Source: an optimization exercise on an open RTL-to-GDS flow (aim: small area). Production flows keep margins and buffers that such runs may drop. Only simulation tests tie the RTL to the original design; equivalence was not proved. No driver is modelled on the clock port, so clocking that relies on it looks cheaper here than on a real chip. Power and IR drop assume default switching activity.

Setup of run 1:
==> flow/design.v (excerpt) <==
module PWU
  (
   input  logic        clk_i,
   input  logic        resetn_i,
   input  logic [31:0] va_i,
   input  logic        va_vld_i,
   output logic        va_rdy_o,
   output logic [27:0] pa_o,
   output logic        pa_vld_o,
   output logic        pa_fault_o,
   input  logic        pa_rdy_i,
   output logic [31:0] pw_c_va_o,
   output logic        pw_c_vld_o,
   input  logic [15:0] pw_c_pa_i,
   output logic [27:0] l1_va_o,
   output logic        l1_cancel_o,
   output logic        l1_va_vld_o,
   input  logic [31:0] l1_pa_i,
   input  logic        l1_pa_vld_i,
   output logic [27:0] ch_va_o,
   output logic        ch_va_vld_o,
   input  logic        ch_fault_i
   );
==> flow/config.mk <==
export PLATFORM = sky130hd
export DESIGN_NAME = PWU
export DESIGN_NICKNAME = PWU
export VERILOG_FILES = /design/flow/design.v
export SDC_FILE = /design/flow/constraint.sdc
export NUM_CORES = 4
export LEC_CHECK = 0
export CAP_MARGIN = 0
export CORE_MARGIN = 2
export CORE_UTILIZATION = 40
export SLEW_MARGIN = 0
==> flow/constraint.sdc <==
create_clock -name core_clock -period 4.0 [get_ports {clk_i}]
set_input_delay 0.8000 -clock core_clock [delete_from_list [all_inputs] [get_ports {clk_i}]]
set_output_delay 0.8000 -clock core_clock [all_outputs]
set_load 0.01 [all_outputs]
standard.sh (not shown) runs the stock make flow with config.mk's settings and CLKGATE_MAP_FILE= SYNTH_SCRIPT=/design/flow/synth_recipe.tcl, a recipe that flattens the netlist after the stock synthesis.
==> flow/flow/run.sh <==
#!/bin/bash
# Standard ORFS layout (the standard.sh, standard synthesis unchanged), except:
# - the port buffers that global placement puts on every input and output use the
#   smallest buffer cell;
# - the clock tree is built from clkbuf_4 cells under a clkbuf_16 root, without dummy
#   loads, and leaf buffers that drive many flip-flops are then upsized to clkbuf_8.
set -euo pipefail
export BUFFER_PORTS_ARGS="-buffer_cell sky130_fd_sc_hd__buf_1"
export CTS_ARGS="-sink_clustering_enable -repair_clock_nets -root_buf sky130_fd_sc_hd__clkbuf_16 -buf_list sky130_fd_sc_hd__clkbuf_4 -dont_use_dummy_load"
export POST_CTS_TCL="$PWD/flow/post_cts.tcl"
bash standard.sh finish > standard_flow.log 2>&1
==> flow/flow/post_cts.tcl <==
set block [ord::get_db_block]
set changed 0
foreach inst [$block getInsts] {
  if {[[$inst getMaster] getName] ne "sky130_fd_sc_hd__clkbuf_4"} { continue }
  set net [[$inst findITerm X] getNet]
  if {$net eq "NULL"} { continue }
  set n [expr {[llength [$net getITerms]] - 1}]
  if {$n >= 13} {
    replace_cell [$inst getName] sky130_fd_sc_hd__clkbuf_8
    incr changed
  }
}
puts "post_cts: upsized $changed clock buffers"
if {$changed > 0} {
  detailed_placement
  check_placement -verbose
}
[inputs] run 2 vs run 1
# run 1
export LEC_CHECK = 0
export CAP_MARGIN = 0
export CORE_MARGIN = 2
export CORE_UTILIZATION = 40
export SLEW_MARGIN = 0
create_clock -name core_clock -period 4.0 [get_ports {clk_i}]
# run 2
export LEC_CHECK = 0
export CAP_MARGIN = 20
export CORE_MARGIN = 2
export CORE_UTILIZATION = 40
export SLEW_MARGIN = 20
create_clock -name core_clock -period 4.0 [get_ports {clk_i}]
==> flow/flow/run.sh <==
#!/bin/bash
# Standard ORFS layout (the standard.sh, standard synthesis unchanged), except:
# - the port buffers that global placement puts on every input and output use the
#   smallest buffer cell;
# - the clock tree is built from clkbuf_4 cells under a clkbuf_8 root, without dummy
#   loads, and leaf buffers that drive many flip-flops are then upsized to clkbuf_8.
set -euo pipefail
export BUFFER_PORTS_ARGS="-buffer_cell sky130_fd_sc_hd__buf_1"
export CTS_ARGS="-sink_clustering_enable -repair_clock_nets -root_buf sky130_fd_sc_hd__clkbuf_8 -buf_list sky130_fd_sc_hd__clkbuf_4 -dont_use_dummy_load"
export PRE_CTS_TCL="$PWD/flow/pre_cts.tcl"
export POST_CTS_TCL="$PWD/flow/post_cts.tcl"
bash standard.sh finish > standard_flow.log 2>&1
==> flow/flow/post_cts.tcl <==
set_max_fanout 1000 [current_design]
set block [ord::get_db_block]
set changed 0
foreach inst [$block getInsts] {
  if {[[$inst getMaster] getName] ne "sky130_fd_sc_hd__clkbuf_4"} { continue }
  set net [[$inst findITerm X] getNet]
  if {$net eq "NULL"} { continue }
  set n [expr {[llength [$net getITerms]] - 1}]
  if {$n >= 12} {
    replace_cell [$inst getName] sky130_fd_sc_hd__clkbuf_8
    incr changed
  }
}
puts "post_cts: upsized $changed clock buffers"
if {$changed > 0} {
  detailed_placement
  check_placement -verbose
}
==> flow/flow/pre_cts.tcl (new file) <==
set_max_fanout 10 [current_design]
Notes after the runs:
Run 1 has lower first-pass GRT wire length than run 2. The relative contribution of combinational cells to total power reported for run 2 is smaller than that of run 1 by 1.5 points. Fraction of area in multi-input gates was lower in run 2 than in run 1. Run 1 → run 2: switching power moved up, sequential share of layout area moved down, cell area after layout moved up. Setup slack: run 2 vs run 1 down 9.7 ps. Looking at run 1 and run 2, the arrival time of data at the critical path endpoint is a wash. Internal power component went up by more than a quarter going from run 1 to run 2.
> inputs changed (run 2 -> run 3)
==> flow/flow/run.sh <==
#!/bin/bash
# Standard ORFS layout (the standard.sh, standard synthesis unchanged), except:
# - the port buffers that global placement puts on every input and output use the
#   smallest buffer cell;
# - the clock tree is built from clkbuf_4 cells under a clkbuf_8 root, without dummy
#   loads, and leaf buffers that drive many flip-flops are then upsized to clkbuf_8.
set -euo pipefail
export BUFFER_PORTS_ARGS="-buffer_cell sky130_fd_sc_hd__buf_1"
export CTS_ARGS="-sink_clustering_enable -repair_clock_nets -root_buf sky130_fd_sc_hd__clkbuf_16 -buf_list sky130_fd_sc_hd__clkbuf_4 -dont_use_dummy_load"
export POST_CTS_TCL="$PWD/flow/post_cts.tcl"
bash standard.sh finish > standard_flow.log 2>&1
==> flow/flow/post_cts.tcl <==
set block [ord::get_db_block]
set changed 0
foreach inst [$block getInsts] {
  if {[[$inst getMaster] getName] ne "sky130_fd_sc_hd__clkbuf_4"} { continue }
  set net [[$inst findITerm X] getNet]
  if {$net eq "NULL"} { continue }
  set n [expr {[llength [$net getITerms]] - 1}]
  if {$n >= 14} {
    replace_cell [$inst getName] sky130_fd_sc_hd__clkbuf_8
    incr changed
  }
}
puts "post_cts: upsized $changed clock buffers"
if {$changed > 0} {
  detailed_placement
  check_placement -verbose
}
removed: flow/flow/pre_cts.tcl
Looking at sequential share of layout area across run 2 and run 3, the one that comes out higher is run 3. Run 2 leaves less setup margin than run 3. Relative to run 2, clock slew at the register clock pins of the worst setup and hold paths has increased by 70 ps in run 3. Worst hold slack in run 3 is 15 ps lower than in run 2. Run 3 vs run 2: worst-case vdd ir drop down.

[what the ideal ports hide]
No port has a modelled driver above. Below, the same layouts with a new extraction and two added sets of constraints. Step 1, drivers: a clkbuf_16 drives clk_i and a buf_2 each remaining input, both assumed. Step 2 moves the port delays by t, midway between the first and last clock arrival at a register: inputs arrive t later, outputs are due t later. That takes back most of the time a late clock gives input paths. Slacks: ideal / step 1 / step 2; pairs: ideal / step 1.
| run | shift t [ns] | slack for setup (ns) | worst setup path at the end | latest minus earliest clock arrival (ns) |
|---|---|---|---|---|
| run 1 | 0.394 | 1.068 / 1.041 / 1.041 | input to output | 0.036 / 0.035 |
| run 2 | 0.528 | 1.058 / 1.031 / 1.031 | input to output | 0.017 / 0.018 |
| run 3 | 0.391 | 1.067 / 1.041 / 1.041 | input to output | 0.035 / 0.034 |
After both steps every run listed still meets setup and hold.
